What follows belongs to an exercise in optimizing a design on an open flow for small area; a production flow would make more cautious choices.
No functional check of the RTL was part of any run shown here.
No activity file was given, so power comes from the tool's default toggle rates.

**design/flow/flow/run.sh**
```bash
#!/bin/bash
# Layout flow: the standard flow (standard.sh), with two changes:
#  - synthesis is the standard synthesis script, except that the final ABC
#    mapping uses an area-oriented script (flow/abc_area.script) instead of
#    ORFS's delay-oriented one; timing is then repaired by OpenROAD as usual.
#  - port buffers are sky130_fd_sc_hd__buf_1 instead of the default choice.
# Each tool's output goes to a log file in this folder.
set -euo pipefail
W=$(pwd)
ABC=$W/flow/abc_area.script
# synthesis script: ORFS synth.tcl with the abc script swapped
sed "s#^  log_cmd abc {\*}\$abc_args#  lset abc_args 1 $ABC\n  log_cmd abc {*}\$abc_args#" \
  "$FLOW_HOME/scripts/synth.tcl" > "$W/synth_area.tcl"
grep -q "lset abc_args 1" "$W/synth_area.tcl"
sed "s#^source .*synth.tcl\$#source $W/synth_area.tcl#" "$W/synth_recipe.tcl" > "$W/synth_recipe_area.tcl"
grep -q "synth_area.tcl" "$W/synth_recipe_area.tcl"
bash standard.sh SYNTH_SCRIPT="$W/synth_recipe_area.tcl" \
  BUFFER_PORTS_ARGS="-buffer_cell sky130_fd_sc_hd__buf_1" finish > "$W/standard.log" 2>&1
```
**design/flow/flow/abc_area.script**
```
&get -n
&st
&dc2
&dch -f
&nf -R 1000
&put
topo
stime -c
```
**design/flow/standard.sh**
```bash
#!/bin/bash
# synth_recipe.tcl (not shown) runs the flow's synth.tcl, then flattens the netlist and writes it again
# the make line also repeats each setting of config.mk as NAME=value (left out here)
make -C /OpenROAD-flow-scripts/flow DESIGN_CONFIG=/design/flow/config.mk WORK_HOME=/design/flow/orfs CLKGATE_MAP_FILE= SYNTH_SCRIPT=/design/flow/synth_recipe.tcl "${@:-finish}"
```
**design/flow/config.mk**
```make
export PLATFORM = sky130hd
export DESIGN_NAME = alu
export DESIGN_NICKNAME = alu
export VERILOG_FILES = /design/flow/design.v
export SDC_FILE = /design/flow/constraint.sdc
export NUM_CORES = 4
export LEC_CHECK = 0
export CAP_MARGIN = 20
export CORE_MARGIN = 2
export CORE_UTILIZATION = 72
export CTS_BUF_LIST = sky130_fd_sc_hd__clkbuf_4
export GPL_TIMING_DRIVEN = 0
export SETUP_SLACK_MARGIN = 0.1
export SLEW_MARGIN = 20
export SYNTH_HIERARCHICAL = 1
export SYNTH_MINIMUM_KEEP_SIZE = 0
```
**design/flow/constraint.sdc**
```tcl
create_clock -name core_clock -period 6.5 [get_ports {clk}]
set_input_delay 1.3000 -clock core_clock [delete_from_list [all_inputs] [get_ports {clk}]]
set_output_delay 1.3000 -clock core_clock [all_outputs]
set_load 0.01 [all_outputs]
```
**design/flow/design.v**
```verilog
module alu (
    input wire clk,
    input wire reset,
    input wire [3:0] opcode,
    input wire [15:0] operand_a,
    input wire [15:0] operand_b,
    output reg [15:0] result,
    output wire overflow_flag
);
  wire        sub = ~opcode[1] & (opcode[0] ^ opcode[2]);
  wire [15:0] bx = operand_b ^ {16{sub}};
  wire ap0 = operand_a[0] ^ bx[0];
  wire ag0 = operand_a[0] & bx[0];
  wire ap1 = operand_a[1] ^ bx[1];
  wire ag1 = operand_a[1] & bx[1];
  wire ap2 = operand_a[2] ^ bx[2];
  wire ag2 = operand_a[2] & bx[2];
  wire ap3 = operand_a[3] ^ bx[3];
  wire ag3 = operand_a[3] & bx[3];
  wire ap4 = operand_a[4] ^ bx[4];
  wire ag4 = operand_a[4] & bx[4];
  wire ap5 = operand_a[5] ^ bx[5];
  wire ag5 = operand_a[5] & bx[5];
  wire ap6 = operand_a[6] ^ bx[6];
  wire ag6 = operand_a[6] & bx[6];
  wire ap7 = operand_a[7] ^ bx[7];
  wire ag7 = operand_a[7] & bx[7];
  wire ap8 = operand_a[8] ^ bx[8];
  wire ag8 = operand_a[8] & bx[8];
  wire ap9 = operand_a[9] ^ bx[9];
  wire ag9 = operand_a[9] & bx[9];
  wire ap10 = operand_a[10] ^ bx[10];
  wire ag10 = operand_a[10] & bx[10];
  wire ap11 = operand_a[11] ^ bx[11];
  wire ag11 = operand_a[11] & bx[11];
  wire ap12 = operand_a[12] ^ bx[12];
  wire ag12 = operand_a[12] & bx[12];
  wire ap13 = operand_a[13] ^ bx[13];
  wire ag13 = operand_a[13] & bx[13];
  wire ap14 = operand_a[14] ^ bx[14];
  wire ag14 = operand_a[14] & bx[14];
  wire ap15 = operand_a[15] ^ bx[15];
  wire ag15 = operand_a[15] & bx[15];
  wire agc0 = ag0 | (ap0 & sub);
  wire aG1_1 = ag1 | (ap1 & agc0);
  wire aP1_1 = ap1 & ap0;
  wire aG1_3 = ag3 | (ap3 & ag2);
  wire aP1_3 = ap3 & ap2;
  wire aG1_5 = ag5 | (ap5 & ag4);
  wire aP1_5 = ap5 & ap4;
  wire aG1_7 = ag7 | (ap7 & ag6);
  wire aP1_7 = ap7 & ap6;
  wire aG1_9 = ag9 | (ap9 & ag8);
  wire aP1_9 = ap9 & ap8;
  wire aG1_11 = ag11 | (ap11 & ag10);
  wire aP1_11 = ap11 & ap10;
  wire aG1_13 = ag13 | (ap13 & ag12);
  wire aP1_13 = ap13 & ap12;
  wire aG1_15 = ag15 | (ap15 & ag14);
  wire aP1_15 = ap15 & ap14;
  wire aG2_2 = ag2 | (ap2 & aG1_1);
  wire aP2_2 = ap2 & aP1_1;
  wire aG2_3 = aG1_3 | (aP1_3 & aG1_1);
  wire aP2_3 = aP1_3 & aP1_1;
  wire aG2_6 = ag6 | (ap6 & aG1_5);
  wire aP2_6 = ap6 & aP1_5;
  wire aG2_7 = aG1_7 | (aP1_7 & aG1_5);
  wire aP2_7 = aP1_7 & aP1_5;
  wire aG2_10 = ag10 | (ap10 & aG1_9);
  wire aP2_10 = ap10 & aP1_9;
  wire aG2_11 = aG1_11 | (aP1_11 & aG1_9);
  wire aP2_11 = aP1_11 & aP1_9;
  wire aG2_14 = ag14 | (ap14 & aG1_13);
  wire aP2_14 = ap14 & aP1_13;
  wire aG2_15 = aG1_15 | (aP1_15 & aG1_13);
  wire aP2_15 = aP1_15 & aP1_13;
  wire aG3_4 = ag4 | (ap4 & aG2_3);
  wire aP3_4 = ap4 & aP2_3;
  wire aG3_5 = aG1_5 | (aP1_5 & aG2_3);
  wire aP3_5 = aP1_5 & aP2_3;
  wire aG3_6 = aG2_6 | (aP2_6 & aG2_3);
  wire aP3_6 = aP2_6 & aP2_3;
  wire aG3_7 = aG2_7 | (aP2_7 & aG2_3);
  wire aP3_7 = aP2_7 & aP2_3;
  wire aG3_12 = ag12 | (ap12 & aG2_11);
  wire aP3_12 = ap12 & aP2_11;
  wire aG3_13 = aG1_13 | (aP1_13 & aG2_11);
  wire aP3_13 = aP1_13 & aP2_11;
  wire aG3_14 = aG2_14 | (aP2_14 & aG2_11);
  wire aP3_14 = aP2_14 & aP2_11;
  wire aG3_15 = aG2_15 | (aP2_15 & aG2_11);
  wire aP3_15 = aP2_15 & aP2_11;
  wire aG4_8 = ag8 | (ap8 & aG3_7);
  wire aP4_8 = ap8 & aP3_7;
  wire aG4_9 = aG1_9 | (aP1_9 & aG3_7);
  wire aP4_9 = aP1_9 & aP3_7;
  wire aG4_10 = aG2_10 | (aP2_10 & aG3_7);
  wire aP4_10 = aP2_10 & aP3_7;
  wire aG4_11 = aG2_11 | (aP2_11 & aG3_7);
  wire aP4_11 = aP2_11 & aP3_7;
  wire aG4_12 = aG3_12 | (aP3_12 & aG3_7);
  wire aP4_12 = aP3_12 & aP3_7;
  wire aG4_13 = aG3_13 | (aP3_13 & aG3_7);
  wire aP4_13 = aP3_13 & aP3_7;
  wire aG4_14 = aG3_14 | (aP3_14 & aG3_7);
  wire aP4_14 = aP3_14 & aP3_7;
  wire aG4_15 = aG3_15 | (aP3_15 & aG3_7);
  wire aP4_15 = aP3_15 & aP3_7;
  wire ac0 = sub;
  wire as0 = ap0 ^ sub;
  wire ac1 = agc0;
  wire as1 = ap1 ^ agc0;
  wire ac2 = aG1_1;
  wire as2 = ap2 ^ aG1_1;
  wire ac3 = aG2_2;
  wire as3 = ap3 ^ aG2_2;
  wire ac4 = aG2_3;
  wire as4 = ap4 ^ aG2_3;
  wire ac5 = aG3_4;
  wire as5 = ap5 ^ aG3_4;
  wire ac6 = aG3_5;
  wire as6 = ap6 ^ aG3_5;
  wire ac7 = aG3_6;
  wire as7 = ap7 ^ aG3_6;
  wire ac8 = aG3_7;
  wire as8 = ap8 ^ aG3_7;
  wire ac9 = aG4_8;
  wire as9 = ap9 ^ aG4_8;
  wire ac10 = aG4_9;
  wire as10 = ap10 ^ aG4_9;
  wire ac11 = aG4_10;
  wire as11 = ap11 ^ aG4_10;
  wire ac12 = aG4_11;
  wire as12 = ap12 ^ aG4_11;
  wire ac13 = aG4_12;
  wire as13 = ap13 ^ aG4_12;
  wire ac14 = aG4_13;
  wire as14 = ap14 ^ aG4_13;
  wire ac15 = aG4_14;
  wire as15 = ap15 ^ aG4_14;
  wire [16:0] sum = {aG4_15, as15, as14, as13, as12, as11, as10, as9, as8, as7, as6, as5, as4, as3, as2, as1, as0};
  wire [15:0] ap = {ap15, ap14, ap13, ap12, ap11, ap10, ap9, ap8, ap7, ap6, ap5, ap4, ap3, ap2, ap1, ap0};
  wire [15:0] ag = {ag15, ag14, ag13, ag12, ag11, ag10, ag9, ag8, ag7, ag6, ag5, ag4, ag3, ag2, ag1, ag0};
  wire [15:0] ac = {ac15, ac14, ac13, ac12, ac11, ac10, ac9, ac8, ac7, ac6, ac5, ac4, ac3, ac2, ac1, ac0};
  wire        lt = ~sum[16];
  wire        ovf = (operand_a[15] == bx[15]) & (xs[15] != operand_a[15]);
  assign overflow_flag = (opcode[3:1] == 3'b000) ? ovf :
                         (opcode == 4'b0100) ? lt : 1'b0;
  wire [15:0] mul;
  wire [15:0] onehot = 16'd1 << operand_b[3:0];
  wire [15:0] arev, mrev;
  genvar gi;
  generate for (gi = 0; gi < 16; gi = gi + 1) begin : g_rev
    assign arev[gi] = operand_a[15 - gi];
    assign mrev[gi] = mul[15 - gi];
  end endgenerate
  wire [15:0] ma = opcode[0] ? arev : operand_a;
  wire [15:0] mb = opcode[2] ? onehot : operand_b;
  wire [15:0] man = ~ma;
  wire [15:0] mbn = ~mb;
  wire pp0_0;
  pp_nor upp0_0 (.an(man[0]), .bn(mbn[0]), .y(pp0_0));
  wire pp0_1;
  pp_nor upp0_1 (.an(man[0]), .bn(mbn[1]), .y(pp0_1));
  wire pp0_2;
  pp_nor upp0_2 (.an(man[0]), .bn(mbn[2]), .y(pp0_2));
  wire pp0_3;
  pp_nor upp0_3 (.an(man[0]), .bn(mbn[3]), .y(pp0_3));
  wire pp0_4;
  pp_nor upp0_4 (.an(man[0]), .bn(mbn[4]), .y(pp0_4));
  wire pp0_5;
  pp_nor upp0_5 (.an(man[0]), .bn(mbn[5]), .y(pp0_5));
  wire pp0_6;
  pp_nor upp0_6 (.an(man[0]), .bn(mbn[6]), .y(pp0_6));
  wire pp0_7;
  pp_nor upp0_7 (.an(man[0]), .bn(mbn[7]), .y(pp0_7));
  wire pp0_8;
  pp_nor upp0_8 (.an(man[0]), .bn(mbn[8]), .y(pp0_8));
  wire pp0_9;
  pp_nor upp0_9 (.an(man[0]), .bn(mbn[9]), .y(pp0_9));
  wire pp0_10;
  pp_nor upp0_10 (.an(man[0]), .bn(mbn[10]), .y(pp0_10));
  wire pp0_11;
  pp_nor upp0_11 (.an(man[0]), .bn(mbn[11]), .y(pp0_11));
  wire pp0_12;
  pp_nor upp0_12 (.an(man[0]), .bn(mbn[12]), .y(pp0_12));
  wire pp0_13;
  pp_nor upp0_13 (.an(man[0]), .bn(mbn[13]), .y(pp0_13));
  wire pp0_14;
  pp_nor upp0_14 (.an(man[0]), .bn(mbn[14]), .y(pp0_14));
  wire pp0_15;
  pp_nor upp0_15 (.an(man[0]), .bn(mbn[15]), .y(pp0_15));
  wire pp1_0;
  pp_nor upp1_0 (.an(man[1]), .bn(mbn[0]), .y(pp1_0));
  wire pp1_1;
  pp_nor upp1_1 (.an(man[1]), .bn(mbn[1]), .y(pp1_1));
  wire pp1_2;
  pp_nor upp1_2 (.an(man[1]), .bn(mbn[2]), .y(pp1_2));
  wire pp1_3;
  pp_nor upp1_3 (.an(man[1]), .bn(mbn[3]), .y(pp1_3));
  wire pp1_4;
  pp_nor upp1_4 (.an(man[1]), .bn(mbn[4]), .y(pp1_4));
  wire pp1_5;
  pp_nor upp1_5 (.an(man[1]), .bn(mbn[5]), .y(pp1_5));
  wire pp1_6;
  pp_nor upp1_6 (.an(man[1]), .bn(mbn[6]), .y(pp1_6));
  wire pp1_7;
  pp_nor upp1_7 (.an(man[1]), .bn(mbn[7]), .y(pp1_7));
  wire pp1_8;
  pp_nor upp1_8 (.an(man[1]), .bn(mbn[8]), .y(pp1_8));
  wire pp1_9;
  pp_nor upp1_9 (.an(man[1]), .bn(mbn[9]), .y(pp1_9));
  wire pp1_10;
  pp_nor upp1_10 (.an(man[1]), .bn(mbn[10]), .y(pp1_10));
  wire pp1_11;
  pp_nor upp1_11 (.an(man[1]), .bn(mbn[11]), .y(pp1_11));
  wire pp1_12;
  pp_nor upp1_12 (.an(man[1]), .bn(mbn[12]), .y(pp1_12));
  wire pp1_13;
  pp_nor upp1_13 (.an(man[1]), .bn(mbn[13]), .y(pp1_13));
  wire pp1_14;
  pp_nor upp1_14 (.an(man[1]), .bn(mbn[14]), .y(pp1_14));
  wire pp2_0;
  pp_nor upp2_0 (.an(man[2]), .bn(mbn[0]), .y(pp2_0));
  wire pp2_1;
  pp_nor upp2_1 (.an(man[2]), .bn(mbn[1]), .y(pp2_1));
  wire pp2_2;
  pp_nor upp2_2 (.an(man[2]), .bn(mbn[2]), .y(pp2_2));
  wire pp2_3;
  pp_nor upp2_3 (.an(man[2]), .bn(mbn[3]), .y(pp2_3));
  wire pp2_4;
  pp_nor upp2_4 (.an(man[2]), .bn(mbn[4]), .y(pp2_4));
  wire pp2_5;
  pp_nor upp2_5 (.an(man[2]), .bn(mbn[5]), .y(pp2_5));
  wire pp2_6;
  pp_nor upp2_6 (.an(man[2]), .bn(mbn[6]), .y(pp2_6));
  wire pp2_7;
  pp_nor upp2_7 (.an(man[2]), .bn(mbn[7]), .y(pp2_7));
  wire pp2_8;
  pp_nor upp2_8 (.an(man[2]), .bn(mbn[8]), .y(pp2_8));
  wire pp2_9;
  pp_nor upp2_9 (.an(man[2]), .bn(mbn[9]), .y(pp2_9));
  wire pp2_10;
  pp_nor upp2_10 (.an(man[2]), .bn(mbn[10]), .y(pp2_10));
  wire pp2_11;
  pp_nor upp2_11 (.an(man[2]), .bn(mbn[11]), .y(pp2_11));
  wire pp2_12;
  pp_nor upp2_12 (.an(man[2]), .bn(mbn[12]), .y(pp2_12));
  wire pp2_13;
  pp_nor upp2_13 (.an(man[2]), .bn(mbn[13]), .y(pp2_13));
  wire pp3_0;
  pp_nor upp3_0 (.an(man[3]), .bn(mbn[0]), .y(pp3_0));
  wire pp3_1;
  pp_nor upp3_1 (.an(man[3]), .bn(mbn[1]), .y(pp3_1));
  wire pp3_2;
  pp_nor upp3_2 (.an(man[3]), .bn(mbn[2]), .y(pp3_2));
  wire pp3_3;
  pp_nor upp3_3 (.an(man[3]), .bn(mbn[3]), .y(pp3_3));
  wire pp3_4;
  pp_nor upp3_4 (.an(man[3]), .bn(mbn[4]), .y(pp3_4));
  wire pp3_5;
  pp_nor upp3_5 (.an(man[3]), .bn(mbn[5]), .y(pp3_5));
  wire pp3_6;
  pp_nor upp3_6 (.an(man[3]), .bn(mbn[6]), .y(pp3_6));
  wire pp3_7;
  pp_nor upp3_7 (.an(man[3]), .bn(mbn[7]), .y(pp3_7));
  wire pp3_8;
  pp_nor upp3_8 (.an(man[3]), .bn(mbn[8]), .y(pp3_8));
  wire pp3_9;
  pp_nor upp3_9 (.an(man[3]), .bn(mbn[9]), .y(pp3_9));
  wire pp3_10;
  pp_nor upp3_10 (.an(man[3]), .bn(mbn[10]), .y(pp3_10));
  wire pp3_11;
  pp_nor upp3_11 (.an(man[3]), .bn(mbn[11]), .y(pp3_11));
  wire pp3_12;
  pp_nor upp3_12 (.an(man[3]), .bn(mbn[12]), .y(pp3_12));
  wire pp4_0;
  pp_nor upp4_0 (.an(man[4]), .bn(mbn[0]), .y(pp4_0));
  wire pp4_1;
  pp_nor upp4_1 (.an(man[4]), .bn(mbn[1]), .y(pp4_1));
  wire pp4_2;
  pp_nor upp4_2 (.an(man[4]), .bn(mbn[2]), .y(pp4_2));
  wire pp4_3;
  pp_nor upp4_3 (.an(man[4]), .bn(mbn[3]), .y(pp4_3));
  wire pp4_4;
  pp_nor upp4_4 (.an(man[4]), .bn(mbn[4]), .y(pp4_4));
  wire pp4_5;
  pp_nor upp4_5 (.an(man[4]), .bn(mbn[5]), .y(pp4_5));
  wire pp4_6;
  pp_nor upp4_6 (.an(man[4]), .bn(mbn[6]), .y(pp4_6));
  wire pp4_7;
  pp_nor upp4_7 (.an(man[4]), .bn(mbn[7]), .y(pp4_7));
  wire pp4_8;
  pp_nor upp4_8 (.an(man[4]), .bn(mbn[8]), .y(pp4_8));
  wire pp4_9;
  pp_nor upp4_9 (.an(man[4]), .bn(mbn[9]), .y(pp4_9));
  wire pp4_10;
  pp_nor upp4_10 (.an(man[4]), .bn(mbn[10]), .y(pp4_10));
  wire pp4_11;
  pp_nor upp4_11 (.an(man[4]), .bn(mbn[11]), .y(pp4_11));
  wire pp5_0;
  pp_nor upp5_0 (.an(man[5]), .bn(mbn[0]), .y(pp5_0));
  wire pp5_1;
  pp_nor upp5_1 (.an(man[5]), .bn(mbn[1]), .y(pp5_1));
  wire pp5_2;
  pp_nor upp5_2 (.an(man[5]), .bn(mbn[2]), .y(pp5_2));
  wire pp5_3;
  pp_nor upp5_3 (.an(man[5]), .bn(mbn[3]), .y(pp5_3));
  wire pp5_4;
  pp_nor upp5_4 (.an(man[5]), .bn(mbn[4]), .y(pp5_4));
  wire pp5_5;
  pp_nor upp5_5 (.an(man[5]), .bn(mbn[5]), .y(pp5_5));
  wire pp5_6;
  pp_nor upp5_6 (.an(man[5]), .bn(mbn[6]), .y(pp5_6));
  wire pp5_7;
  pp_nor upp5_7 (.an(man[5]), .bn(mbn[7]), .y(pp5_7));
  wire pp5_8;
  pp_nor upp5_8 (.an(man[5]), .bn(mbn[8]), .y(pp5_8));
  wire pp5_9;
  pp_nor upp5_9 (.an(man[5]), .bn(mbn[9]), .y(pp5_9));
  wire pp5_10;
  pp_nor upp5_10 (.an(man[5]), .bn(mbn[10]), .y(pp5_10));
  wire pp6_0;
  pp_nor upp6_0 (.an(man[6]), .bn(mbn[0]), .y(pp6_0));
  wire pp6_1;
  pp_nor upp6_1 (.an(man[6]), .bn(mbn[1]), .y(pp6_1));
  wire pp6_2;
  pp_nor upp6_2 (.an(man[6]), .bn(mbn[2]), .y(pp6_2));
  wire pp6_3;
  pp_nor upp6_3 (.an(man[6]), .bn(mbn[3]), .y(pp6_3));
  wire pp6_4;
  pp_nor upp6_4 (.an(man[6]), .bn(mbn[4]), .y(pp6_4));
  wire pp6_5;
  pp_nor upp6_5 (.an(man[6]), .bn(mbn[5]), .y(pp6_5));
  wire pp6_6;
  pp_nor upp6_6 (.an(man[6]), .bn(mbn[6]), .y(pp6_6));
  wire pp6_7;
  pp_nor upp6_7 (.an(man[6]), .bn(mbn[7]), .y(pp6_7));
  wire pp6_8;
  pp_nor upp6_8 (.an(man[6]), .bn(mbn[8]), .y(pp6_8));
  wire pp6_9;
  pp_nor upp6_9 (.an(man[6]), .bn(mbn[9]), .y(pp6_9));
  wire pp7_0;
  pp_nor upp7_0 (.an(man[7]), .bn(mbn[0]), .y(pp7_0));
  wire pp7_1;
  pp_nor upp7_1 (.an(man[7]), .bn(mbn[1]), .y(pp7_1));
  wire pp7_2;
  pp_nor upp7_2 (.an(man[7]), .bn(mbn[2]), .y(pp7_2));
  wire pp7_3;
  pp_nor upp7_3 (.an(man[7]), .bn(mbn[3]), .y(pp7_3));
  wire pp7_4;
  pp_nor upp7_4 (.an(man[7]), .bn(mbn[4]), .y(pp7_4));
  wire pp7_5;
  pp_nor upp7_5 (.an(man[7]), .bn(mbn[5]), .y(pp7_5));
  wire pp7_6;
  pp_nor upp7_6 (.an(man[7]), .bn(mbn[6]), .y(pp7_6));
  wire pp7_7;
  pp_nor upp7_7 (.an(man[7]), .bn(mbn[7]), .y(pp7_7));
  wire pp7_8;
  pp_nor upp7_8 (.an(man[7]), .bn(mbn[8]), .y(pp7_8));
  wire pp8_0;
  pp_nor upp8_0 (.an(man[8]), .bn(mbn[0]), .y(pp8_0));
  wire pp8_1;
  pp_nor upp8_1 (.an(man[8]), .bn(mbn[1]), .y(pp8_1));
  wire pp8_2;
  pp_nor upp8_2 (.an(man[8]), .bn(mbn[2]), .y(pp8_2));
  wire pp8_3;
  pp_nor upp8_3 (.an(man[8]), .bn(mbn[3]), .y(pp8_3));
  wire pp8_4;
  pp_nor upp8_4 (.an(man[8]), .bn(mbn[4]), .y(pp8_4));
  wire pp8_5;
  pp_nor upp8_5 (.an(man[8]), .bn(mbn[5]), .y(pp8_5));
  wire pp8_6;
  pp_nor upp8_6 (.an(man[8]), .bn(mbn[6]), .y(pp8_6));
  wire pp8_7;
  pp_nor upp8_7 (.an(man[8]), .bn(mbn[7]), .y(pp8_7));
  wire pp9_0;
  pp_nor upp9_0 (.an(man[9]), .bn(mbn[0]), .y(pp9_0));
  wire pp9_1;
  pp_nor upp9_1 (.an(man[9]), .bn(mbn[1]), .y(pp9_1));
  wire pp9_2;
  pp_nor upp9_2 (.an(man[9]), .bn(mbn[2]), .y(pp9_2));
  wire pp9_3;
  pp_nor upp9_3 (.an(man[9]), .bn(mbn[3]), .y(pp9_3));
  wire pp9_4;
  pp_nor upp9_4 (.an(man[9]), .bn(mbn[4]), .y(pp9_4));
  wire pp9_5;
  pp_nor upp9_5 (.an(man[9]), .bn(mbn[5]), .y(pp9_5));
  wire pp9_6;
  pp_nor upp9_6 (.an(man[9]), .bn(mbn[6]), .y(pp9_6));
  wire pp10_0;
  pp_nor upp10_0 (.an(man[10]), .bn(mbn[0]), .y(pp10_0));
  wire pp10_1;
  pp_nor upp10_1 (.an(man[10]), .bn(mbn[1]), .y(pp10_1));
  wire pp10_2;
  pp_nor upp10_2 (.an(man[10]), .bn(mbn[2]), .y(pp10_2));
  wire pp10_3;
  pp_nor upp10_3 (.an(man[10]), .bn(mbn[3]), .y(pp10_3));
  wire pp10_4;
  pp_nor upp10_4 (.an(man[10]), .bn(mbn[4]), .y(pp10_4));
  wire pp10_5;
  pp_nor upp10_5 (.an(man[10]), .bn(mbn[5]), .y(pp10_5));
  wire pp11_0;
  pp_nor upp11_0 (.an(man[11]), .bn(mbn[0]), .y(pp11_0));
  wire pp11_1;
  pp_nor upp11_1 (.an(man[11]), .bn(mbn[1]), .y(pp11_1));
  wire pp11_2;
  pp_nor upp11_2 (.an(man[11]), .bn(mbn[2]), .y(pp11_2));
  wire pp11_3;
  pp_nor upp11_3 (.an(man[11]), .bn(mbn[3]), .y(pp11_3));
  wire pp11_4;
  pp_nor upp11_4 (.an(man[11]), .bn(mbn[4]), .y(pp11_4));
  wire pp12_0;
  pp_nor upp12_0 (.an(man[12]), .bn(mbn[0]), .y(pp12_0));
  wire pp12_1;
  pp_nor upp12_1 (.an(man[12]), .bn(mbn[1]), .y(pp12_1));
  wire pp12_2;
  pp_nor upp12_2 (.an(man[12]), .bn(mbn[2]), .y(pp12_2));
  wire pp12_3;
  pp_nor upp12_3 (.an(man[12]), .bn(mbn[3]), .y(pp12_3));
  wire pp13_0;
  pp_nor upp13_0 (.an(man[13]), .bn(mbn[0]), .y(pp13_0));
  wire pp13_1;
  pp_nor upp13_1 (.an(man[13]), .bn(mbn[1]), .y(pp13_1));
  wire pp13_2;
  pp_nor upp13_2 (.an(man[13]), .bn(mbn[2]), .y(pp13_2));
  wire pp14_0;
  pp_nor upp14_0 (.an(man[14]), .bn(mbn[0]), .y(pp14_0));
  wire pp14_1;
  pp_nor upp14_1 (.an(man[14]), .bn(mbn[1]), .y(pp14_1));
  wire pp15_0;
  pp_nor upp15_0 (.an(man[15]), .bn(mbn[0]), .y(pp15_0));
  wire s1, c2;
  ha_cell us1 (.a(pp0_13), .b(pp10_3), .s(s1), .co(c2));
  wire s3, c4;
  fa_cell us3 (.a(pp0_14), .b(pp10_4), .c(pp11_3), .s(s3), .co(c4));
  wire s5, c6;
  ha_cell us5 (.a(pp12_2), .b(pp13_1), .s(s5), .co(c6));
  wire s7, c8;
  ha_cell us7 (.a(pp0_9), .b(pp1_8), .s(s7), .co(c8));
  wire s9, c10;
  fa_cell us9 (.a(pp0_10), .b(pp10_0), .c(pp1_9), .s(s9), .co(c10));
  wire s11, c12;
  ha_cell us11 (.a(pp2_8), .b(pp3_7), .s(s11), .co(c12));
  wire s13, c14;
  fa_cell us13 (.a(pp0_11), .b(pp10_1), .c(pp11_0), .s(s13), .co(c14));
  wire s15, c16;
  fa_cell us15 (.a(pp1_10), .b(pp2_9), .c(pp3_8), .s(s15), .co(c16));
  wire s17, c18;
  ha_cell us17 (.a(pp4_7), .b(pp5_6), .s(s17), .co(c18));
  wire s19, c20;
  fa_cell us19 (.a(pp0_12), .b(pp10_2), .c(pp11_1), .s(s19), .co(c20));
  wire s21, c22;
  fa_cell us21 (.a(pp12_0), .b(pp1_11), .c(pp2_10), .s(s21), .co(c22));
  wire s23, c24;
  fa_cell us23 (.a(pp3_9), .b(pp4_8), .c(pp5_7), .s(s23), .co(c24));
  wire s25, c26;
  ha_cell us25 (.a(pp6_6), .b(pp7_5), .s(s25), .co(c26));
  wire s27, c28;
  fa_cell us27 (.a(pp11_2), .b(pp12_1), .c(pp13_0), .s(s27), .co(c28));
  wire s29, c30;
  fa_cell us29 (.a(pp1_12), .b(pp2_11), .c(pp3_10), .s(s29), .co(c30));
  wire s31, c32;
  fa_cell us31 (.a(pp4_9), .b(pp5_8), .c(pp6_7), .s(s31), .co(c32));
  wire s33, c34;
  fa_cell us33 (.a(pp7_6), .b(pp8_5), .c(pp9_4), .s(s33), .co(c34));
  wire s35, c36;
  fa_cell us35 (.a(pp14_0), .b(pp1_13), .c(pp2_12), .s(s35), .co(c36));
  wire s37, c38;
  fa_cell us37 (.a(pp3_11), .b(pp4_10), .c(pp5_9), .s(s37), .co(c38));
  wire s39, c40;
  fa_cell us39 (.a(pp6_8), .b(pp7_7), .c(pp8_6), .s(s39), .co(c40));
  wire s41, c42;
  fa_cell us41 (.a(pp9_5), .b(c2), .c(s5), .s(s41), .co(c42));
  wire s43, c44;
  ha_cell us43 (.a(pp0_6), .b(pp1_5), .s(s43), .co(c44));
  wire s45, c46;
  fa_cell us45 (.a(pp0_7), .b(pp1_6), .c(pp2_5), .s(s45), .co(c46));
  wire s47, c48;
  ha_cell us47 (.a(pp3_4), .b(pp4_3), .s(s47), .co(c48));
  wire s49, c50;
  fa_cell us49 (.a(pp0_8), .b(pp1_7), .c(pp2_6), .s(s49), .co(c50));
  wire s51, c52;
  fa_cell us51 (.a(pp3_5), .b(pp4_4), .c(pp5_3), .s(s51), .co(c52));
  wire s53, c54;
  ha_cell us53 (.a(pp6_2), .b(pp7_1), .s(s53), .co(c54));
  wire s55, c56;
  fa_cell us55 (.a(pp2_7), .b(pp3_6), .c(pp4_5), .s(s55), .co(c56));
  wire s57, c58;
  fa_cell us57 (.a(pp5_4), .b(pp6_3), .c(pp7_2), .s(s57), .co(c58));
  wire s59, c60;
  fa_cell us59 (.a(pp8_1), .b(pp9_0), .c(s7), .s(s59), .co(c60));
  wire s61, c62;
  fa_cell us61 (.a(pp4_6), .b(pp5_5), .c(pp6_4), .s(s61), .co(c62));
  wire s63, c64;
  fa_cell us63 (.a(pp7_3), .b(pp8_2), .c(pp9_1), .s(s63), .co(c64));
  wire s65, c66;
  fa_cell us65 (.a(c8), .b(s11), .c(s9), .s(s65), .co(c66));
  wire s67, c68;
  fa_cell us67 (.a(pp6_5), .b(pp7_4), .c(pp8_3), .s(s67), .co(c68));
  wire s69, c70;
  fa_cell us69 (.a(pp9_2), .b(c12), .c(s17), .s(s69), .co(c70));
  wire s71, c72;
  fa_cell us71 (.a(c10), .b(s13), .c(s15), .s(s71), .co(c72));
  wire s73, c74;
  fa_cell us73 (.a(pp8_4), .b(pp9_3), .c(c18), .s(s73), .co(c74));
  wire s75, c76;
  fa_cell us75 (.a(s25), .b(c14), .c(c16), .s(s75), .co(c76));
  wire s77, c78;
  fa_cell us77 (.a(s19), .b(s21), .c(s23), .s(s77), .co(c78));
  wire s79, c80;
  fa_cell us79 (.a(c26), .b(s1), .c(c20), .s(s79), .co(c80));
  wire s81, c82;
  fa_cell us81 (.a(c22), .b(c24), .c(s27), .s(s81), .co(c82));
  wire s83, c84;
  fa_cell us83 (.a(s29), .b(s31), .c(s33), .s(s83), .co(c84));
  wire s85, c86;
  fa_cell us85 (.a(c28), .b(c30), .c(c32), .s(s85), .co(c86));
  wire s87, c88;
  fa_cell us87 (.a(c34), .b(s3), .c(s35), .s(s87), .co(c88));
  wire s89, c90;
  fa_cell us89 (.a(s37), .b(s39), .c(s41), .s(s89), .co(c90));
  wire s91, c92;
  ha_cell us91 (.a(pp0_4), .b(pp1_3), .s(s91), .co(c92));
  wire s93, c94;
  fa_cell us93 (.a(pp0_5), .b(pp1_4), .c(pp2_3), .s(s93), .co(c94));
  wire s95, c96;
  ha_cell us95 (.a(pp3_2), .b(pp4_1), .s(s95), .co(c96));
  wire s97, c98;
  fa_cell us97 (.a(pp2_4), .b(pp3_3), .c(pp4_2), .s(s97), .co(c98));
  wire s99, c100;
  fa_cell us99 (.a(pp5_1), .b(pp6_0), .c(s43), .s(s99), .co(c100));
  wire s101, c102;
  fa_cell us101 (.a(pp5_2), .b(pp6_1), .c(pp7_0), .s(s101), .co(c102));
  wire s103, c104;
  fa_cell us103 (.a(c44), .b(s47), .c(s45), .s(s103), .co(c104));
  wire s105, c106;
  fa_cell us105 (.a(pp8_0), .b(c48), .c(s53), .s(s105), .co(c106));
  wire s107, c108;
  fa_cell us107 (.a(c46), .b(s49), .c(s51), .s(s107), .co(c108));
  wire s109, c110;
  fa_cell us109 (.a(c54), .b(c50), .c(c52), .s(s109), .co(c110));
  wire s111, c112;
  fa_cell us111 (.a(s55), .b(s57), .c(s59), .s(s111), .co(c112));
  wire s113, c114;
  fa_cell us113 (.a(c56), .b(c58), .c(s61), .s(s113), .co(c114));
  wire s115, c116;
  fa_cell us115 (.a(s63), .b(c60), .c(s65), .s(s115), .co(c116));
  wire s117, c118;
  fa_cell us117 (.a(c62), .b(c64), .c(s67), .s(s117), .co(c118));
  wire s119, c120;
  fa_cell us119 (.a(s69), .b(c66), .c(s71), .s(s119), .co(c120));
  wire s121, c122;
  fa_cell us121 (.a(c68), .b(c70), .c(s73), .s(s121), .co(c122));
  wire s123, c124;
  fa_cell us123 (.a(c72), .b(s75), .c(s77), .s(s123), .co(c124));
  wire s125, c126;
  fa_cell us125 (.a(c74), .b(c76), .c(c78), .s(s125), .co(c126));
  wire s127, c128;
  fa_cell us127 (.a(s79), .b(s81), .c(s83), .s(s127), .co(c128));
  wire s129, c130;
  fa_cell us129 (.a(c80), .b(c82), .c(c84), .s(s129), .co(c130));
  wire s131, c132;
  fa_cell us131 (.a(s85), .b(s87), .c(s89), .s(s131), .co(c132));
  wire s133, c134;
  ha_cell us133 (.a(pp0_3), .b(pp1_2), .s(s133), .co(c134));
  wire s135, c136;
  fa_cell us135 (.a(pp2_2), .b(pp3_1), .c(pp4_0), .s(s135), .co(c136));
  wire s137, c138;
  fa_cell us137 (.a(pp5_0), .b(c92), .c(s95), .s(s137), .co(c138));
  wire s139, c140;
  fa_cell us139 (.a(c96), .b(c94), .c(s97), .s(s139), .co(c140));
  wire s141, c142;
  fa_cell us141 (.a(c98), .b(s101), .c(c100), .s(s141), .co(c142));
  wire s143, c144;
  fa_cell us143 (.a(c102), .b(s105), .c(c104), .s(s143), .co(c144));
  wire s145, c146;
  fa_cell us145 (.a(c106), .b(c108), .c(s109), .s(s145), .co(c146));
  wire s147, c148;
  fa_cell us147 (.a(c110), .b(s113), .c(c112), .s(s147), .co(c148));
  wire s149, c150;
  fa_cell us149 (.a(c114), .b(s117), .c(c116), .s(s149), .co(c150));
  wire s151, c152;
  fa_cell us151 (.a(c118), .b(s121), .c(c120), .s(s151), .co(c152));
  wire s153, c154;
  fa_cell us153 (.a(c122), .b(c124), .c(s125), .s(s153), .co(c154));
  wire s155, c156;
  fa_cell us155 (.a(c126), .b(c128), .c(s129), .s(s155), .co(c156));
  wire s157, c158;
  ha_cell us157 (.a(pp0_2), .b(pp1_1), .s(s157), .co(c158));
  wire s159, c160;
  fa_cell us159 (.a(pp2_1), .b(pp3_0), .c(s133), .s(s159), .co(c160));
  wire s161, c162;
  fa_cell us161 (.a(c134), .b(s91), .c(s135), .s(s161), .co(c162));
  wire s163, c164;
  fa_cell us163 (.a(c136), .b(s93), .c(s137), .s(s163), .co(c164));
  wire s165, c166;
  fa_cell us165 (.a(c138), .b(s99), .c(s139), .s(s165), .co(c166));
  wire s167, c168;
  fa_cell us167 (.a(c140), .b(s103), .c(s141), .s(s167), .co(c168));
  wire s169, c170;
  fa_cell us169 (.a(s107), .b(c142), .c(s143), .s(s169), .co(c170));
  wire s171, c172;
  fa_cell us171 (.a(s111), .b(c144), .c(s145), .s(s171), .co(c172));
  wire s173, c174;
  fa_cell us173 (.a(c146), .b(s115), .c(s147), .s(s173), .co(c174));
  wire s175, c176;
  fa_cell us175 (.a(s119), .b(c148), .c(s149), .s(s175), .co(c176));
  wire s177, c178;
  fa_cell us177 (.a(s123), .b(c150), .c(s151), .s(s177), .co(c178));
  wire s179, c180;
  fa_cell us179 (.a(s127), .b(c152), .c(s153), .s(s179), .co(c180));
  wire s181, c182;
  fa_cell us181 (.a(s131), .b(c154), .c(s155), .s(s181), .co(c182));
  wire x183 = pp0_15 ^ pp10_5;
  wire x184 = pp11_4 ^ pp12_3;
  wire x185 = pp13_2 ^ pp14_1;
  wire x186 = pp15_0 ^ pp1_14;
  wire x187 = pp2_13 ^ pp3_12;
  wire x188 = pp4_11 ^ pp5_10;
  wire x189 = pp6_9 ^ pp7_8;
  wire x190 = pp8_7 ^ pp9_6;
  wire x191 = x183 ^ x184;
  wire x192 = x185 ^ x186;
  wire x193 = x187 ^ x188;
  wire x194 = x189 ^ x190;
  wire x195 = c6 ^ x191;
  wire x196 = x192 ^ x193;
  wire x197 = x194 ^ c36;
  wire x198 = c38 ^ c4;
  wire x199 = c40 ^ x195;
  wire x200 = x196 ^ x197;
  wire x201 = x198 ^ c42;
  wire x202 = x199 ^ x200;
  wire x203 = c86 ^ x201;
  wire x204 = c88 ^ x202;
  wire x205 = x203 ^ x204;
  wire x206 = c90 ^ x205;
  wire x207 = c130 ^ x206;
  wire x208 = x207 ^ c132;
  wire x209 = c156 ^ x208;
  wire s210, c211;
  ha_cell us210 (.a(pp0_1), .b(pp1_0), .s(s210), .co(c211));
  wire s212, c213;
  fa_cell us212 (.a(pp2_0), .b(s157), .c(c211), .s(s212), .co(c213));
  wire s214, c215;
  fa_cell us214 (.a(c158), .b(s159), .c(c213), .s(s214), .co(c215));
  wire [11:0] fsum = {c182, c180, c178, c176, c174, c172, c170, c168, c166, c164, c162, c160} + {x209, s181, s179, s177, s175, s173, s171, s169, s167, s165, s163, s161} + c215;
  assign mul = {fsum[11], fsum[10], fsum[9], fsum[8], fsum[7], fsum[6], fsum[5], fsum[4], fsum[3], fsum[2], fsum[1], fsum[0], s214, s212, s210, pp0_0};
  wire        op_arith = ~opcode[3] & ~opcode[2] & ~opcode[1];
  wire        sel_x = op_arith | (opcode == 4'b0101);
  wire        sel_mul = ~opcode[3] & opcode[1] & ~opcode[0];
  wire        sel_rev = (opcode == 4'b0111);
  wire        sel_ag = (opcode == 4'b0011) | (opcode == 4'b0100);
  wire        sel_or = (opcode == 4'b0100);
  wire [15:0] xs = ap ^ (ac & {16{op_arith}});
  wire [15:0] next = ({16{sel_x}} & xs) | ({16{sel_mul}} & mul) | ({16{sel_rev}} & mrev) |
                     ({16{sel_ag}} & ag) | ({16{sel_or}} & operand_b);
  always @(posedge clk or posedge reset) begin
    if (reset) begin
      result <= 16'h0000;
    end else begin
      result <= next;
    end
  end
endmodule
module fa_cell (input wire a, input wire b, input wire c, output wire s, output wire co);
  assign s = a ^ b ^ c;
  assign co = (a & b) | (a & c) | (b & c);
endmodule
module ha_cell (input wire a, input wire b, output wire s, output wire co);
  assign s = a ^ b;
  assign co = a & b;
endmodule
module carry_p (input wire x, input wire y, input wire p, input wire ci, output wire con);
  assign con = ~((x & y) | (p & ci));
endmodule
module carry_n (input wire x, input wire y, input wire cin, output wire co);
  assign co = ~(~(x & y) & (~(x | y) | cin));
endmodule
module pp_nor (input wire an, input wire bn, output wire y);
  assign y = ~(an | bn);
endmodule
```
==> impl_metrics.json, run 1 <==
{
  "vdd_drop_max_v": 0.000256,
  "post-synth-top-area-fraction_pct": 33.8,
  "num-nets-final": 770,
  "status": "timing/DRC/antenna clean",
  "core_area_sq_um": 6420,
  "relSlewSlack_pct": 28.2,
  "syn_avg_cell_area_sq_um": 8.99,
  "powerDensity_nw_per_um2": 243,
  "dr.pass1.iters": 8,
  "cts_buffers": 3,
  "ys_top_cells_by_area": "fa_1, nor2_1, ha_1, dfrtp_1, xnor2_1",
  "routed-via-count": 4980,
  "antenna_found_initial": 0,
  "cts_tree": "built",
  "synth_enable_flop_cells": 0,
  "dieArea_sq_um": 7420,
  "cts_sinks": 16,
  "async_flop_share_pct": 100,
  "synth_fp_nets": 700,
  "grt.total_usage_pct": 42.0,
  "regMostFlops": "result",
  "drt_iter0_drc": 732,
  "leakage_uw": 0.00249,
  "end_kind": "register",
  "synth-seq-cells": 16,
  "crit_fanout": 9,
  "routedWlPerCell_um": 22.6,
  "n_antenna_cell": 0,
  "dp_cells": 677,
  "grt_max_degree": 24,
  "detail-route-antenna-nets": 0,
  "seq_area_frac_synth_pct": 8.25,
  "dp_hpwl_um": 11200,
  "layoutNonFillerInstCount": 686,
  "clk_pin_slew_worst_paths_ps": 110,
  "cts.path.max_buffers": 2,
  "timing.hold.ws_ps": 958,
  "fin_crit_sh_pct": 97.5,
  "crit_arrival_ps": 6540,
  "start_kind": "primary input",
  "largest_reg_flops": 16,
  "hold_viol_final": 0,
  "setup_viol": 0,
  "gp_congestion": 0.915,
  "core.rowCount": 29,
  "via_per_inst": 7.26,
  "crit_required_ps": 6710,
  "worst_pin_slew_ps": 1050,
  "synth_ff_type": "dfrtp_1",
  "synth_area_sq_um": 4850,
  "max_freq_mhz": 158,
  "power_uw": 1340,
  "yosysUniqueCellTypes": 34,
  "grt_overflow": 0,
  "rsz0062_at_grt": "true",
  "die_height_um": 86.1,
  "grt_pass1_wl_um": 24100,
  "wl_um": 15500,
  "drive_gt1_share_pct": 8.37,
  "layout_min_cycle_time_ps": 6340,
  "hold_buffers": 0,
  "worstHoldPathType": "primary input to asynchronous set/reset pin",
  "io_pins": 55,
  "portBuffers": 54,
  "synth_top_cell_by_area": "fa_1",
  "startpoint": "operand_b[1]",
  "syn2layout_area_growth_pct": 13.5,
  "crit_path_end": "result[15]$_DFF_PP0_",
  "grt_pass1_vias": 4933,
  "critPathKind": "primary input to register",
  "clock-root-buffer": "clkbuf_4",
  "start_util_pct": 75.6,
  "maxSlewViolCount": 0,
  "die_x_um": 86.1,
  "synthCells": 540,
  "ys_warn_count": 7,
  "drc": 0,
  "largestRegisters": "result (16)",
  "ctsHtreeMaxLevel": 1,
  "maxCapViolCount": 0
}
per-layer routing:
metal / vias to the layer above / wire length, um / global-route usage [%]
met5: - / 0 / 0
met4: 0 / 866 / 16.6
met3: 122 / 2020 / 9.05
met2: 478 / 7200 / 67.2
met1: 2352 / 5410 / 56.0
li1: 2028 / - / -
stage by stage:
step / setup TNS (ps) / utilization [%] / setup WS, ps / instance area (sq um)
6_report: 0 / 85.8 / 164 / 5510
5_1_grt: 0 / 85.8 / 33.7 / 5510
4_1_cts: 0 / 83.8 / 108 / 5380
3_5_place_dp: -8110 / 81.9 / -1140 / 5260
3_3_place_gp: -10650 / 80.3 / -1170 / 5160
2_1_floorplan: 0 / - / 250 / 4860
cell usage in the layout, fill, tap and decap left out, types with 2 or more instances in the layout:
master | Yosys | final
nor2_1 | 152 | 148
fa_1 | 82 | 82
buf_1 | 0 | 48
ha_1 | 40 | 40
xnor2_1 | 31 | 31
xor2_1 | 30 | 30
a21oi_1 | 30 | 28
nand2_1 | 17 | 17
dfrtp_1 | 16 | 16
o21ai_0 | 14 | 14
clkinv_1 | 11 | 11
nand3_1 | 11 | 11
a22oi_1 | 15 | 9
mux2i_1 | 16 | 9
a21o_1 | 8 | 8
o21bai_1 | 8 | 8
nor2b_1 | 10 | 7
a222oi_1 | 7 | 7
o211ai_1 | 7 | 7
buf_4 | 0 | 7
and3_1 | 6 | 6
a22oi_2 | 0 | 6
o22ai_1 | 4 | 4
mux2i_2 | 0 | 4
clkbuf_4 | 0 | 4
nor2_4 | 0 | 3
nor2b_4 | 0 | 3
nor3_2 | 0 | 3
a32oi_1 | 6 | 3
mux2i_4 | 0 | 3
buf_2 | 0 | 3
buf_6 | 0 | 3
nand2b_1 | 2 | 2
o221ai_1 | 2 | 2
a32oi_4 | 0 | 2
clkbuf_2 | 0 | 2
area by class of cell:
| cell class | count | area (sq um) |
|---|---|---|
| Clock buffer | 3 | 22.5 |
| Inverter | 11 | 48.8 |
| Fill cell | 361 | 911 |
| Clock inverter | 1 | 3.75 |
| Sequential cell | 16 | 400 |
| Timing Repair Buffer | 65 | 314 |
| Tap cell | 77 | 96.3 |
| Multi-Input combinational cell | 513 | 4630 |
power by group:
| part | total [uW] | internal, uW | leakage, uW | switching, uW |
|---|---|---|---|---|
| logic | 1140 | 460 | 0.00227 | 679 |
| registers | 141 | 132 | 0.000208 | 9.29 |
| clock network | 57.4 | 22.4 | 0.0000154 | 35.0 |
| total | 1340 | 614 | 0.00249 | 724 |
synth_stat cells, drive strengths merged (8+ instances only):
| cell type | count |
|---|---|
| nor2 | 152 |
| clkinv | 11 |
| a22oi | 15 |
| nand3 | 11 |
| o21bai | 8 |
| nor2b | 10 |
| ha | 40 |
| xnor2 | 31 |
| a21oi | 30 |
| mux2i | 16 |
| a21o | 8 |
| nand2 | 17 |
| fa | 82 |
| o21ai | 14 |
| xor2 | 30 |
| dfrtp | 16 |
critical path: stages:
cell and delay (ps):
buf_2 240, nor2b_4 300, nor2b_1 330, a22oi_2 120, buf_4 200, nor2_1 120
ha_1 270, fa_1 480, fa_1 450, fa_1 440, a21o_1 190, a21oi_1 240
o21bai_1 120, a21oi_1 240, o21bai_1 110, a21oi_1 250, o21bai_1 90, a21oi_1 230
o21bai_1 110, a21oi_1 210, xnor2_1 180, o21ai_0 140, a21o_1 180
worst min path at each step:
stage                                      to
final                     result[3]$_DFF_PP0_
after global routing      result[1]$_DFF_PP0_
after CTS                 result[3]$_DFF_PP0_
after detailed placement  result[8]$_DFF_PP0_
after global placement    result[7]$_DFF_PP0_
after floorplan           result[0]$_DFF_PP0_
modules after synthesis, one instance, submodules excluded:
module	area [sq um]	times used
alu	2570	1
pp_nor	3.75	136
fa_cell	20.0	80
ha_cell	12.5	14
kinds of logic (layout without fill, tap and decap cells):
family | after synthesis | count (layout) | share of synthesized area [%]
buffers and inverters | 11 | 80 | 0.851
adders and majority gates | 122 | 122 | 44.1
muxes | 17 | 17 | 3.53
xor gates and xnor gates | 61 | 61 | 11.0
and+or+nand+nor | 205 | 205 | 17.3
AOI/OAI and AO/OA | 108 | 108 | 14.9
DFF | 16 | 16 | 8.25
repair_timing:
item / in CTS / in global routing
pin swaps: 1 / 1
buffers inserted: 3 / 2
resized for setup: 17 / 25
endpoints found under the setup margin: 13 / 7
==> run 2, diff against run 1 <==
--- a/design/flow/config.mk
+++ b/design/flow/config.mk
@@ -10,7 +10,7 @@
 export CORE_UTILIZATION = 72
 export CTS_BUF_LIST = sky130_fd_sc_hd__clkbuf_4
 export GPL_TIMING_DRIVEN = 0
-export SETUP_SLACK_MARGIN = 0.1
+export SETUP_SLACK_MARGIN = 0.03
 export SLEW_MARGIN = 20
 export SYNTH_HIERARCHICAL = 1
 export SYNTH_MINIMUM_KEEP_SIZE = 0
==> run 2 against run 1 <==
  * Synthesized area unchanged
  * Worst setup slack better by 9.4 ps
  * Sequential power about the same
  * Sequential share of layout area about the same
  * Die area unchanged
  * Wire length down 1.4%
  * Critical endpoint unchanged
  * Largest cell class unchanged
==> impl_metrics.json, run 2 <==
{
  "status": "timing/DRC/antenna clean",
  "via_per_inst": 7.18,
  "gp_congestion": 0.915,
  "regMostFlops": "result",
  "final_area_sq_um": 5500,
  "vdd_drop_max_v": 0.000268,
  "die_x_um": 86.1,
  "final_common_cell": "nor2_1",
  "clk_pin_slew_worst_paths_ps": 110,
  "hold_buffers": 0,
  "ff_latch_area_sq_um": 400,
  "crit_required_ps": 6710,
  "path_cells": "clkbuf_4, inv_8, nor2_4, a32oi_2, buf_4, nor2_1, fa_1, fa_1, fa_1, ha_1, a21oi_1, o21bai_1, a21oi_1, o21bai_1, a21oi_1, o21bai_1, a21oi_1, o21bai_1, a21oi_1, xnor2_1, o21ai_0, a21o_1",
  "ys_warn_count": 7,
  "num-nets-final": 771,
  "seq_area_frac_synth_pct": 8.25,
  "die_height_um": 86.1,
  "dieArea_sq_um": 7420,
  "fin_util_pct": 85.6,
  "cts_sinks": 16,
  "drt_iter0_drc": 703,
  "final_cell_mix": "nor2_1, fa_1, buf_1",
  "crit_path_frequent_cell": "a21oi_1",
  "antenna_found_initial": 0,
  "relSlewSlack_pct": 30.9,
  "synthTopCellsByCount": "nor2_1, fa_1, ha_1",
  "wl_um": 15300,
  "yosysUniqueCellTypes": 34,
  "cts_tree": "built",
  "start_kind": "primary input",
  "synth_fp_nets": 700,
  "ys_top_cells_by_area": "fa_1, nor2_1, ha_1, dfrtp_1, xnor2_1",
  "critPathKind": "primary input to register",
  "start_util_pct": 75.6,
  "worstHoldPathType": "primary input to asynchronous set/reset pin",
  "worst_pin_slew_ps": 1010,
  "synth_area_sq_um": 4850,
  "drive_gt1_share_pct": 8.36,
  "yosys.area_share.simple_pct": 17.3,
  "synth_compound_area_share_pct": 14.9,
  "cts.path.max_buffers": 2,
  "hold_viol_final": 0,
  "grt_overflow": 0,
  "synth_enable_flop_cells": 0,
  "synth-xor-area-share_pct": 11.0,
  "maxCapViolCount": 0,
  "cts_buffers": 3,
  "max_freq_mhz": 158,
  "io_pins": 55,
  "maxSlewViolCount": 0,
  "post-synth-top-area-fraction_pct": 33.8,
  "muxShareOfSynthArea_pct": 3.53,
  "grt.total_usage_pct": 42.0,
  "n_antenna_cell": 0,
  "core_area_sq_um": 6420,
  "crit_path_top_delay_cell": "fa_1",
  "syn_avg_cell_area_sq_um": 8.99,
  "synth_ff_type": "dfrtp_1",
  "synth_top_family_by_area": "adder cells",
  "grt_max_degree": 24,
  "synthAdderAreaFrac_pct": 44.1,
  "leakage_uw": 0.00249,
  "detail-route-antenna-nets": 0,
  "grt_pass1_vias": 4895,
  "async_flop_share_pct": 100,
  "crit_fanout": 16,
  "synth_top_cell_by_area": "fa_1",
  "crit_arrival_ps": 6540,
  "synth-seq-cells": 16,
  "powerDensity_nw_per_um2": 243,
  "routed-via-count": 4931,
  "grt_pass1_wl_um": 24100,
  "end_kind": "register",
  "layoutNonFillerInstCount": 687,
  "syn2layout_area_growth_pct": 13.2,
  "fin_crit_sh_pct": 97.3,
  "routedWlPerCell_um": 22.2,
  "cp_slowest_stage_delay_ps": 580,
  "clock-root-buffer": "clkbuf_4",
  "multi_input_area_sq_um": 4600,
  "dp_hpwl_um": 11200,
  "drc": 0,
  "layout_min_cycle_time_ps": 6330,
  "synthCells": 540,
  "largest_reg_flops": 16,
  "largestRegisters": "result (16)",
  "yosysMostFrequentCell": "nor2_1",
  "power_uw": 1340,
  "portBuffers": 54,
  "rsz0062_at_grt": "false",
  "core.rowCount": 29,
  "n_fill_cell": 361,
  "ctsHtreeMaxLevel": 1,
  "setup_viol": 0,
  "post_dp_cell_area_sq_um": 5260,
  "dr.pass1.iters": 6,
  "dp_cells": 677
}
[run 2: path summary, 6_finish.rpt]
path / from / end / slack [ps]
min in group core_clock: operand_b[11] / result[11]$_DFF_PP0_ / 1420
max in group asynchronous: reset / result[12]$_DFF_PP0_ / 5230
min: reset / result[14]$_DFF_PP0_ / 950
max: opcode[2] / result[15]$_DFF_PP0_ / 170
[run 2: through the flow]
step	setup TNS [ps]	hold slack, ps	setup slack, ps
2_1_floorplan	0	1150	250
3_3_place_gp	-10650	1260	-1170
3_5_place_dp	-8110	1290	-1140
4_1_cts	0	974	31.0
5_1_grt	0	992	27.7
6_report	0	950	173
[run 2: where the power goes]
part,internal [uW],leakage (uW),switching (uW),total [uW]
Clock,22.4,0.0000154,36.1,58.6
Combinational,459,0.00227,677,1140
Sequential,132,0.000208,9.89,142
[run 2: final cells by class]
| type | count | area share, % |
|---|---|---|
| tap | 77 | 1.75 |
| inverter | 11 | 0.888 |
| sequential | 16 | 7.29 |
| multi-input combinational | 513 | 83.7 |
| timing repair buffer | 66 | 5.85 |
| clock inverter | 1 | 0.0683 |
| clock buffer | 3 | 0.410 |
[run 2: what timing repair did]
item / CTS / global route
gates cloned: 0 / 0
setup buffers: 3 / 3
endpoints found under the setup margin: 11 / 6
pin swaps: 1 / 2
gates resized for setup: 11 / 27
[run 2: per-module statistics from Yosys (local to each module, per instance)]
module	flip-flops and latches	area (sq um)	copies in the design	cells inside
pp_nor	0	3.75	136	1
ha_cell	0	12.5	14	1
alu	16	2570	1	310
fa_cell	0	20.0	80	1
[run 2: kinds of logic after synthesis]
family,Yosys count
AOI/OAI and AO/OA,108
xor gates and xnor gates,61
adders and majority gates,122
buffers and inverters,11
DFF,16
muxes,17
and+or+nand+nor,205
[run 2: per-layer routing]
metal	wire length (um)	GRT usage [%]
met1	5430	56.7
met2	7140	67.0
met3	1890	8.95
met4	822	15.9
met5	0	0
[run 2: critical path, delay by kind of cell]
kind,cells,cell delay [ps]
buffers and inverters,3,630
AND/OR/NAND/NOR,2,190
AO/OA/AOI/OAI,12,2390
XOR/XNOR,1,180
adder cells (fa/ha/maj),4,1840
==> run 3, diff against run 2 <==
--- a/design/flow/design.v
+++ b/design/flow/design.v
@@ -142,8 +142,8 @@
   wire [15:0] ap = {ap15, ap14, ap13, ap12, ap11, ap10, ap9, ap8, ap7, ap6, ap5, ap4, ap3, ap2, ap1, ap0};
   wire [15:0] ag = {ag15, ag14, ag13, ag12, ag11, ag10, ag9, ag8, ag7, ag6, ag5, ag4, ag3, ag2, ag1, ag0};
   wire [15:0] ac = {ac15, ac14, ac13, ac12, ac11, ac10, ac9, ac8, ac7, ac6, ac5, ac4, ac3, ac2, ac1, ac0};
+  wire        ovf = (operand_a[15] == bx[15]) & (sum[15] != operand_a[15]);
   wire        lt = ~sum[16];
-  wire        ovf = (operand_a[15] == bx[15]) & (xs[15] != operand_a[15]);
   assign overflow_flag = (opcode[3:1] == 3'b000) ? ovf :
                          (opcode == 4'b0100) ? lt : 1'b0;
   wire [15:0] mul;
@@ -639,23 +639,122 @@
   wire x207 = c130 ^ x206;
   wire x208 = x207 ^ c132;
   wire x209 = c156 ^ x208;
-  wire s210, c211;
-  ha_cell us210 (.a(pp0_1), .b(pp1_0), .s(s210), .co(c211));
-  wire s212, c213;
-  fa_cell us212 (.a(pp2_0), .b(s157), .c(c211), .s(s212), .co(c213));
-  wire s214, c215;
-  fa_cell us214 (.a(c158), .b(s159), .c(c213), .s(s214), .co(c215));
-  wire [11:0] fsum = {c182, c180, c178, c176, c174, c172, c170, c168, c166, c164, c162, c160} + {x209, s181, s179, s177, s175, s173, s171, s169, s167, s165, s163, s161} + c215;
-  assign mul = {fsum[11], fsum[10], fsum[9], fsum[8], fsum[7], fsum[6], fsum[5], fsum[4], fsum[3], fsum[2], fsum[1], fsum[0], s214, s212, s210, pp0_0};
+  wire fp0 = pp0_1 ^ pp1_0;
+  wire fg0 = pp0_1 & pp1_0;
+  wire fp1 = pp2_0 ^ s157;
+  wire fg1 = pp2_0 & s157;
+  wire fp2 = c158 ^ s159;
+  wire fg2 = c158 & s159;
+  wire fp3 = c160 ^ s161;
+  wire fg3 = c160 & s161;
+  wire fp4 = c162 ^ s163;
+  wire fg4 = c162 & s163;
+  wire fp5 = c164 ^ s165;
+  wire fg5 = c164 & s165;
+  wire fp6 = c166 ^ s167;
+  wire fg6 = c166 & s167;
+  wire fp7 = c168 ^ s169;
+  wire fg7 = c168 & s169;
+  wire fp8 = c170 ^ s171;
+  wire fg8 = c170 & s171;
+  wire fp9 = c172 ^ s173;
+  wire fg9 = c172 & s173;
+  wire fp10 = c174 ^ s175;
+  wire fg10 = c174 & s175;
+  wire fp11 = c176 ^ s177;
+  wire fg11 = c176 & s177;
+  wire fp12 = c178 ^ s179;
+  wire fg12 = c178 & s179;
+  wire fp13 = c180 ^ s181;
+  wire fg13 = c180 & s181;
+  wire fG1_1 = fg1 | (fp1 & fg0);
+  wire fP1_1 = fp1 & fp0;
+  wire fG1_3 = fg3 | (fp3 & fg2);
+  wire fP1_3 = fp3 & fp2;
+  wire fG1_5 = fg5 | (fp5 & fg4);
+  wire fP1_5 = fp5 & fp4;
+  wire fG1_7 = fg7 | (fp7 & fg6);
+  wire fP1_7 = fp7 & fp6;
+  wire fG1_9 = fg9 | (fp9 & fg8);
+  wire fP1_9 = fp9 & fp8;
+  wire fG1_11 = fg11 | (fp11 & fg10);
+  wire fP1_11 = fp11 & fp10;
+  wire fG1_13 = fg13 | (fp13 & fg12);
+  wire fP1_13 = fp13 & fp12;
+  wire fG2_2 = fg2 | (fp2 & fG1_1);
+  wire fP2_2 = fp2 & fP1_1;
+  wire fG2_3 = fG1_3 | (fP1_3 & fG1_1);
+  wire fP2_3 = fP1_3 & fP1_1;
+  wire fG2_6 = fg6 | (fp6 & fG1_5);
+  wire fP2_6 = fp6 & fP1_5;
+  wire fG2_7 = fG1_7 | (fP1_7 & fG1_5);
+  wire fP2_7 = fP1_7 & fP1_5;
+  wire fG2_10 = fg10 | (fp10 & fG1_9);
+  wire fP2_10 = fp10 & fP1_9;
+  wire fG2_11 = fG1_11 | (fP1_11 & fG1_9);
+  wire fP2_11 = fP1_11 & fP1_9;
+  wire fG3_4 = fg4 | (fp4 & fG2_3);
+  wire fP3_4 = fp4 & fP2_3;
+  wire fG3_5 = fG1_5 | (fP1_5 & fG2_3);
+  wire fP3_5 = fP1_5 & fP2_3;
+  wire fG3_6 = fG2_6 | (fP2_6 & fG2_3);
+  wire fP3_6 = fP2_6 & fP2_3;
+  wire fG3_7 = fG2_7 | (fP2_7 & fG2_3);
+  wire fP3_7 = fP2_7 & fP2_3;
+  wire fG3_12 = fg12 | (fp12 & fG2_11);
+  wire fP3_12 = fp12 & fP2_11;
+  wire fG3_13 = fG1_13 | (fP1_13 & fG2_11);
+  wire fP3_13 = fP1_13 & fP2_11;
+  wire fG4_8 = fg8 | (fp8 & fG3_7);
+  wire fP4_8 = fp8 & fP3_7;
+  wire fG4_9 = fG1_9 | (fP1_9 & fG3_7);
+  wire fP4_9 = fP1_9 & fP3_7;
+  wire fG4_10 = fG2_10 | (fP2_10 & fG3_7);
+  wire fP4_10 = fP2_10 & fP3_7;
+  wire fG4_11 = fG2_11 | (fP2_11 & fG3_7);
+  wire fP4_11 = fP2_11 & fP3_7;
+  wire fG4_12 = fG3_12 | (fP3_12 & fG3_7);
+  wire fP4_12 = fP3_12 & fP3_7;
+  wire fG4_13 = fG3_13 | (fP3_13 & fG3_7);
+  wire fP4_13 = fP3_13 & fP3_7;
+  wire fs0 = fp0;
+  wire fc1 = fg0;
+  wire fs1 = fp1 ^ fg0;
+  wire fc2 = fG1_1;
+  wire fs2 = fp2 ^ fG1_1;
+  wire fc3 = fG2_2;
+  wire fs3 = fp3 ^ fG2_2;
+  wire fc4 = fG2_3;
+  wire fs4 = fp4 ^ fG2_3;
+  wire fc5 = fG3_4;
+  wire fs5 = fp5 ^ fG3_4;
+  wire fc6 = fG3_5;
+  wire fs6 = fp6 ^ fG3_5;
+  wire fc7 = fG3_6;
+  wire fs7 = fp7 ^ fG3_6;
+  wire fc8 = fG3_7;
+  wire fs8 = fp8 ^ fG3_7;
+  wire fc9 = fG4_8;
+  wire fs9 = fp9 ^ fG4_8;
+  wire fc10 = fG4_9;
+  wire fs10 = fp10 ^ fG4_9;
+  wire fc11 = fG4_10;
+  wire fs11 = fp11 ^ fG4_10;
+  wire fc12 = fG4_11;
+  wire fs12 = fp12 ^ fG4_11;
+  wire fc13 = fG4_12;
+  wire fs13 = fp13 ^ fG4_12;
+  wire s210 = c182 ^ x209 ^ fG4_13;
+  assign mul = {s210, fs13, fs12, fs11, fs10, fs9, fs8, fs7, fs6, fs5, fs4, fs3, fs2, fs1, fs0, pp0_0};
   wire        op_arith = ~opcode[3] & ~opcode[2] & ~opcode[1];
   wire        sel_x = op_arith | (opcode == 4'b0101);
   wire        sel_mul = ~opcode[3] & opcode[1] & ~opcode[0];
   wire        sel_rev = (opcode == 4'b0111);
-  wire        sel_ag = (opcode == 4'b0011) | (opcode == 4'b0100);
+  wire        sel_and = (opcode == 4'b0011);
   wire        sel_or = (opcode == 4'b0100);
   wire [15:0] xs = ap ^ (ac & {16{op_arith}});
   wire [15:0] next = ({16{sel_x}} & xs) | ({16{sel_mul}} & mul) | ({16{sel_rev}} & mrev) |
-                     ({16{sel_ag}} & ag) | ({16{sel_or}} & operand_b);
+                     ({16{sel_and}} & ag) | ({16{sel_or}} & (operand_a | ~ap));
   always @(posedge clk or posedge reset) begin
     if (reset) begin
       result <= 16'h0000;
--- a/design/flow/config.mk
+++ b/design/flow/config.mk
@@ -10,7 +10,6 @@
 export CORE_UTILIZATION = 72
 export CTS_BUF_LIST = sky130_fd_sc_hd__clkbuf_4
 export GPL_TIMING_DRIVEN = 0
-export SETUP_SLACK_MARGIN = 0.03
 export SLEW_MARGIN = 20
 export SYNTH_HIERARCHICAL = 1
 export SYNTH_MINIMUM_KEEP_SIZE = 0
==> run 3 against run 2 <==
  * Now fails the layout checks on negative setup slack
  * Die area rose by 5.2%
  * Flip-flop and latch count is the same
  * Sequential share of layout area is 0.74 points lower
  * Combinational power grew 22%
  * Utilization is 3.9 points higher
  * Power increased by 19%
  * Clock-buffer cell count did not move
  * Wire length grew 29%
  * Clock power down 5.3%
  * Fmax decreased by 4.6%
==> impl_metrics.json, run 3 <==
{
  "drt_iter0_drc": 719,
  "timing.hold.ws_ps": 952,
  "worst_slack_ps": -134,
  "leakage_uw": 0.00275,
  "synth_enable_flop_cells": 0,
  "ys_top_cells_by_area": "fa_1, ha_1, nor2_1, dfrtp_1, xnor2_1",
  "crit_required_ps": 5200,
  "layoutNonFillerInstCount": 761,
  "layout_min_cycle_time_ps": 6630,
  "crit_arrival_ps": 5330,
  "post-synth-top-area-fraction_pct": 32.1,
  "gp_congestion": 0.905,
  "setup_viol": 2,
  "drc": 0,
  "cts_buffers": 3,
  "final_cell_mix": "nor2_1, fa_1, ha_1",
  "largest_reg_flops": 16,
  "io_pins": 55,
  "status": "finished with violations",
  "synth-seq-cells": 16,
  "n_fill_cell": 302,
  "routed-via-count": 5583,
  "yosysMostFrequentCell": "nor2_1",
  "largestRegisters": "result (16)",
  "die_x_um": 88.3,
  "synth_top_cell_by_area": "fa_1",
  "end_kind": "output port",
  "dp_worst_setup_slack_ps": -1440,
  "vdd_drop_max_v": 0.000361,
  "grt_overflow": 0,
  "relSlewSlack_pct": 29.9,
  "fin_util_pct": 89.5,
  "routedWlPerCell_um": 26.0,
  "drive_gt1_share_pct": 12.9,
  "syn_avg_cell_area_sq_um": 8.84,
  "core_area_sq_um": 6830,
  "regMostFlops": "result",
  "cts.path.max_buffers": 2,
  "ys_warn_count": 7,
  "worstHoldPathType": "primary input to asynchronous set/reset pin",
  "power_uw": 1590,
  "dp_hpwl_um": 12100,
  "grt_pass1_wl_um": 27500,
  "clk_pin_slew_worst_paths_ps": 100,
  "powerDensity_nw_per_um2": 259,
  "so_faults": "negative setup slack",
  "dr.pass1.iters": 7,
  "die_height_um": 88.3,
  "ctsHtreeMaxLevel": 1
}
run 3: layer usage:
layer	GRT usage (%)	part of all wire, %	wire length (um)	vias up
li1	-	-	-	2141
met1	53.6	30	6020	2545
met2	74.6	43	8580	623
met3	16.3	15	2890	274
met4	33.2	12	2290	0
met5	0	0	0	-
run 3: report_power, final:
part	switching, uW	internal [uW]	leakage, uW	total [uW]
combinational	857	533	0.00252	1390
clock	33.1	22.4	0.0000154	55.5
sequential	8.87	131	0.000207	140
total	899	687	0.00275	1590
run 3: per-module statistics from Yosys, one instance, submodules excluded:
module / flops+latches / cell area, sq um
ha_cell: 0 / 12.5
alu: 16 / 2890
pp_nor: 0 / 3.75
fa_cell: 0 / 20.0
run 3: worst max-delay path, cell delays in order:
cell	delay (ps)
buf_4	200
clkinv_8	110
nor2_4	160
nor2_4	50
nor2_4	180
xor2_4	230
ha_4	250
nor2_1	200
nor2_1	110
nor2_1	120
nor2_2	60
nor2_1	120
nor2_2	70
o31ai_2	260
a221oi_2	130
o31ai_2	320
a221oi_2	160
nor3_1	230
nor3_2	120
buf_4	150
buf_4	140
o31ai_1	320
o21ai_0	140
buf_2	180
run 3: how the worst max path moves through the flow:
stage	end	slack, ps	cells past startpoint	startpoint
CTS	result[0]$_DFF_PP0_	1	28	opcode[2]
detailed placement	result[0]$_DFF_PP0_	-1440	23	opcode[2]
global placement	result[0]$_DFF_PP0_	-1470	22	opcode[0]
finish	overflow_flag	-130	24	opcode[2]
floorplan	overflow_flag	160	22	opcode[2]
global route	result[15]$_DFF_PP0_	-190	25	operand_b[0]
run 3: cells by family after synthesis:
family	synth area share (%)
AO/OA/AOI/OAI	12.6
XOR/XNOR	9.92
adder cells (fa/ha/maj)	46.2
buffers and inverters	2.20
flip-flops	7.82
multiplexers	3.54
AND/OR/NAND/NOR	17.6
run 3: repair_timing:
action | in CTS | in global routing
endpoints found under the setup margin | 15 | 7
gates resized for setup | 45 | 35
pin swaps | 6 | 9
setup buffers | 10 | 10
run 3: stage by stage:
stage,TNS (ps),area (sq um)
6_report,-150,6110
5_1_grt,-608,6110
4_1_cts,0,5890
3_5_place_dp,-12510,5530
3_3_place_gp,-14630,5450
2_1_floorplan,0,5130
run 3: layout make-up:
type                    count  area (sq um)  area share, %
flip-flops and latches     16           400           6.55
clock inverters             1          3.75         0.0614
multi-input cells         533          4960           81.2
well taps                  96           120           1.97
inverters                  30           125           2.05
repair buffers             82           479           7.84
clock buffers               3          22.5          0.368

Setup slack of run 3, layout unchanged: -0.134 ns with ideal ports, -0.162 ns with driving cells assumed (clock clkbuf_16, inputs buf_2), -0.344 ns with port delays also shifted by the 0.315 ns mid clock arrival.
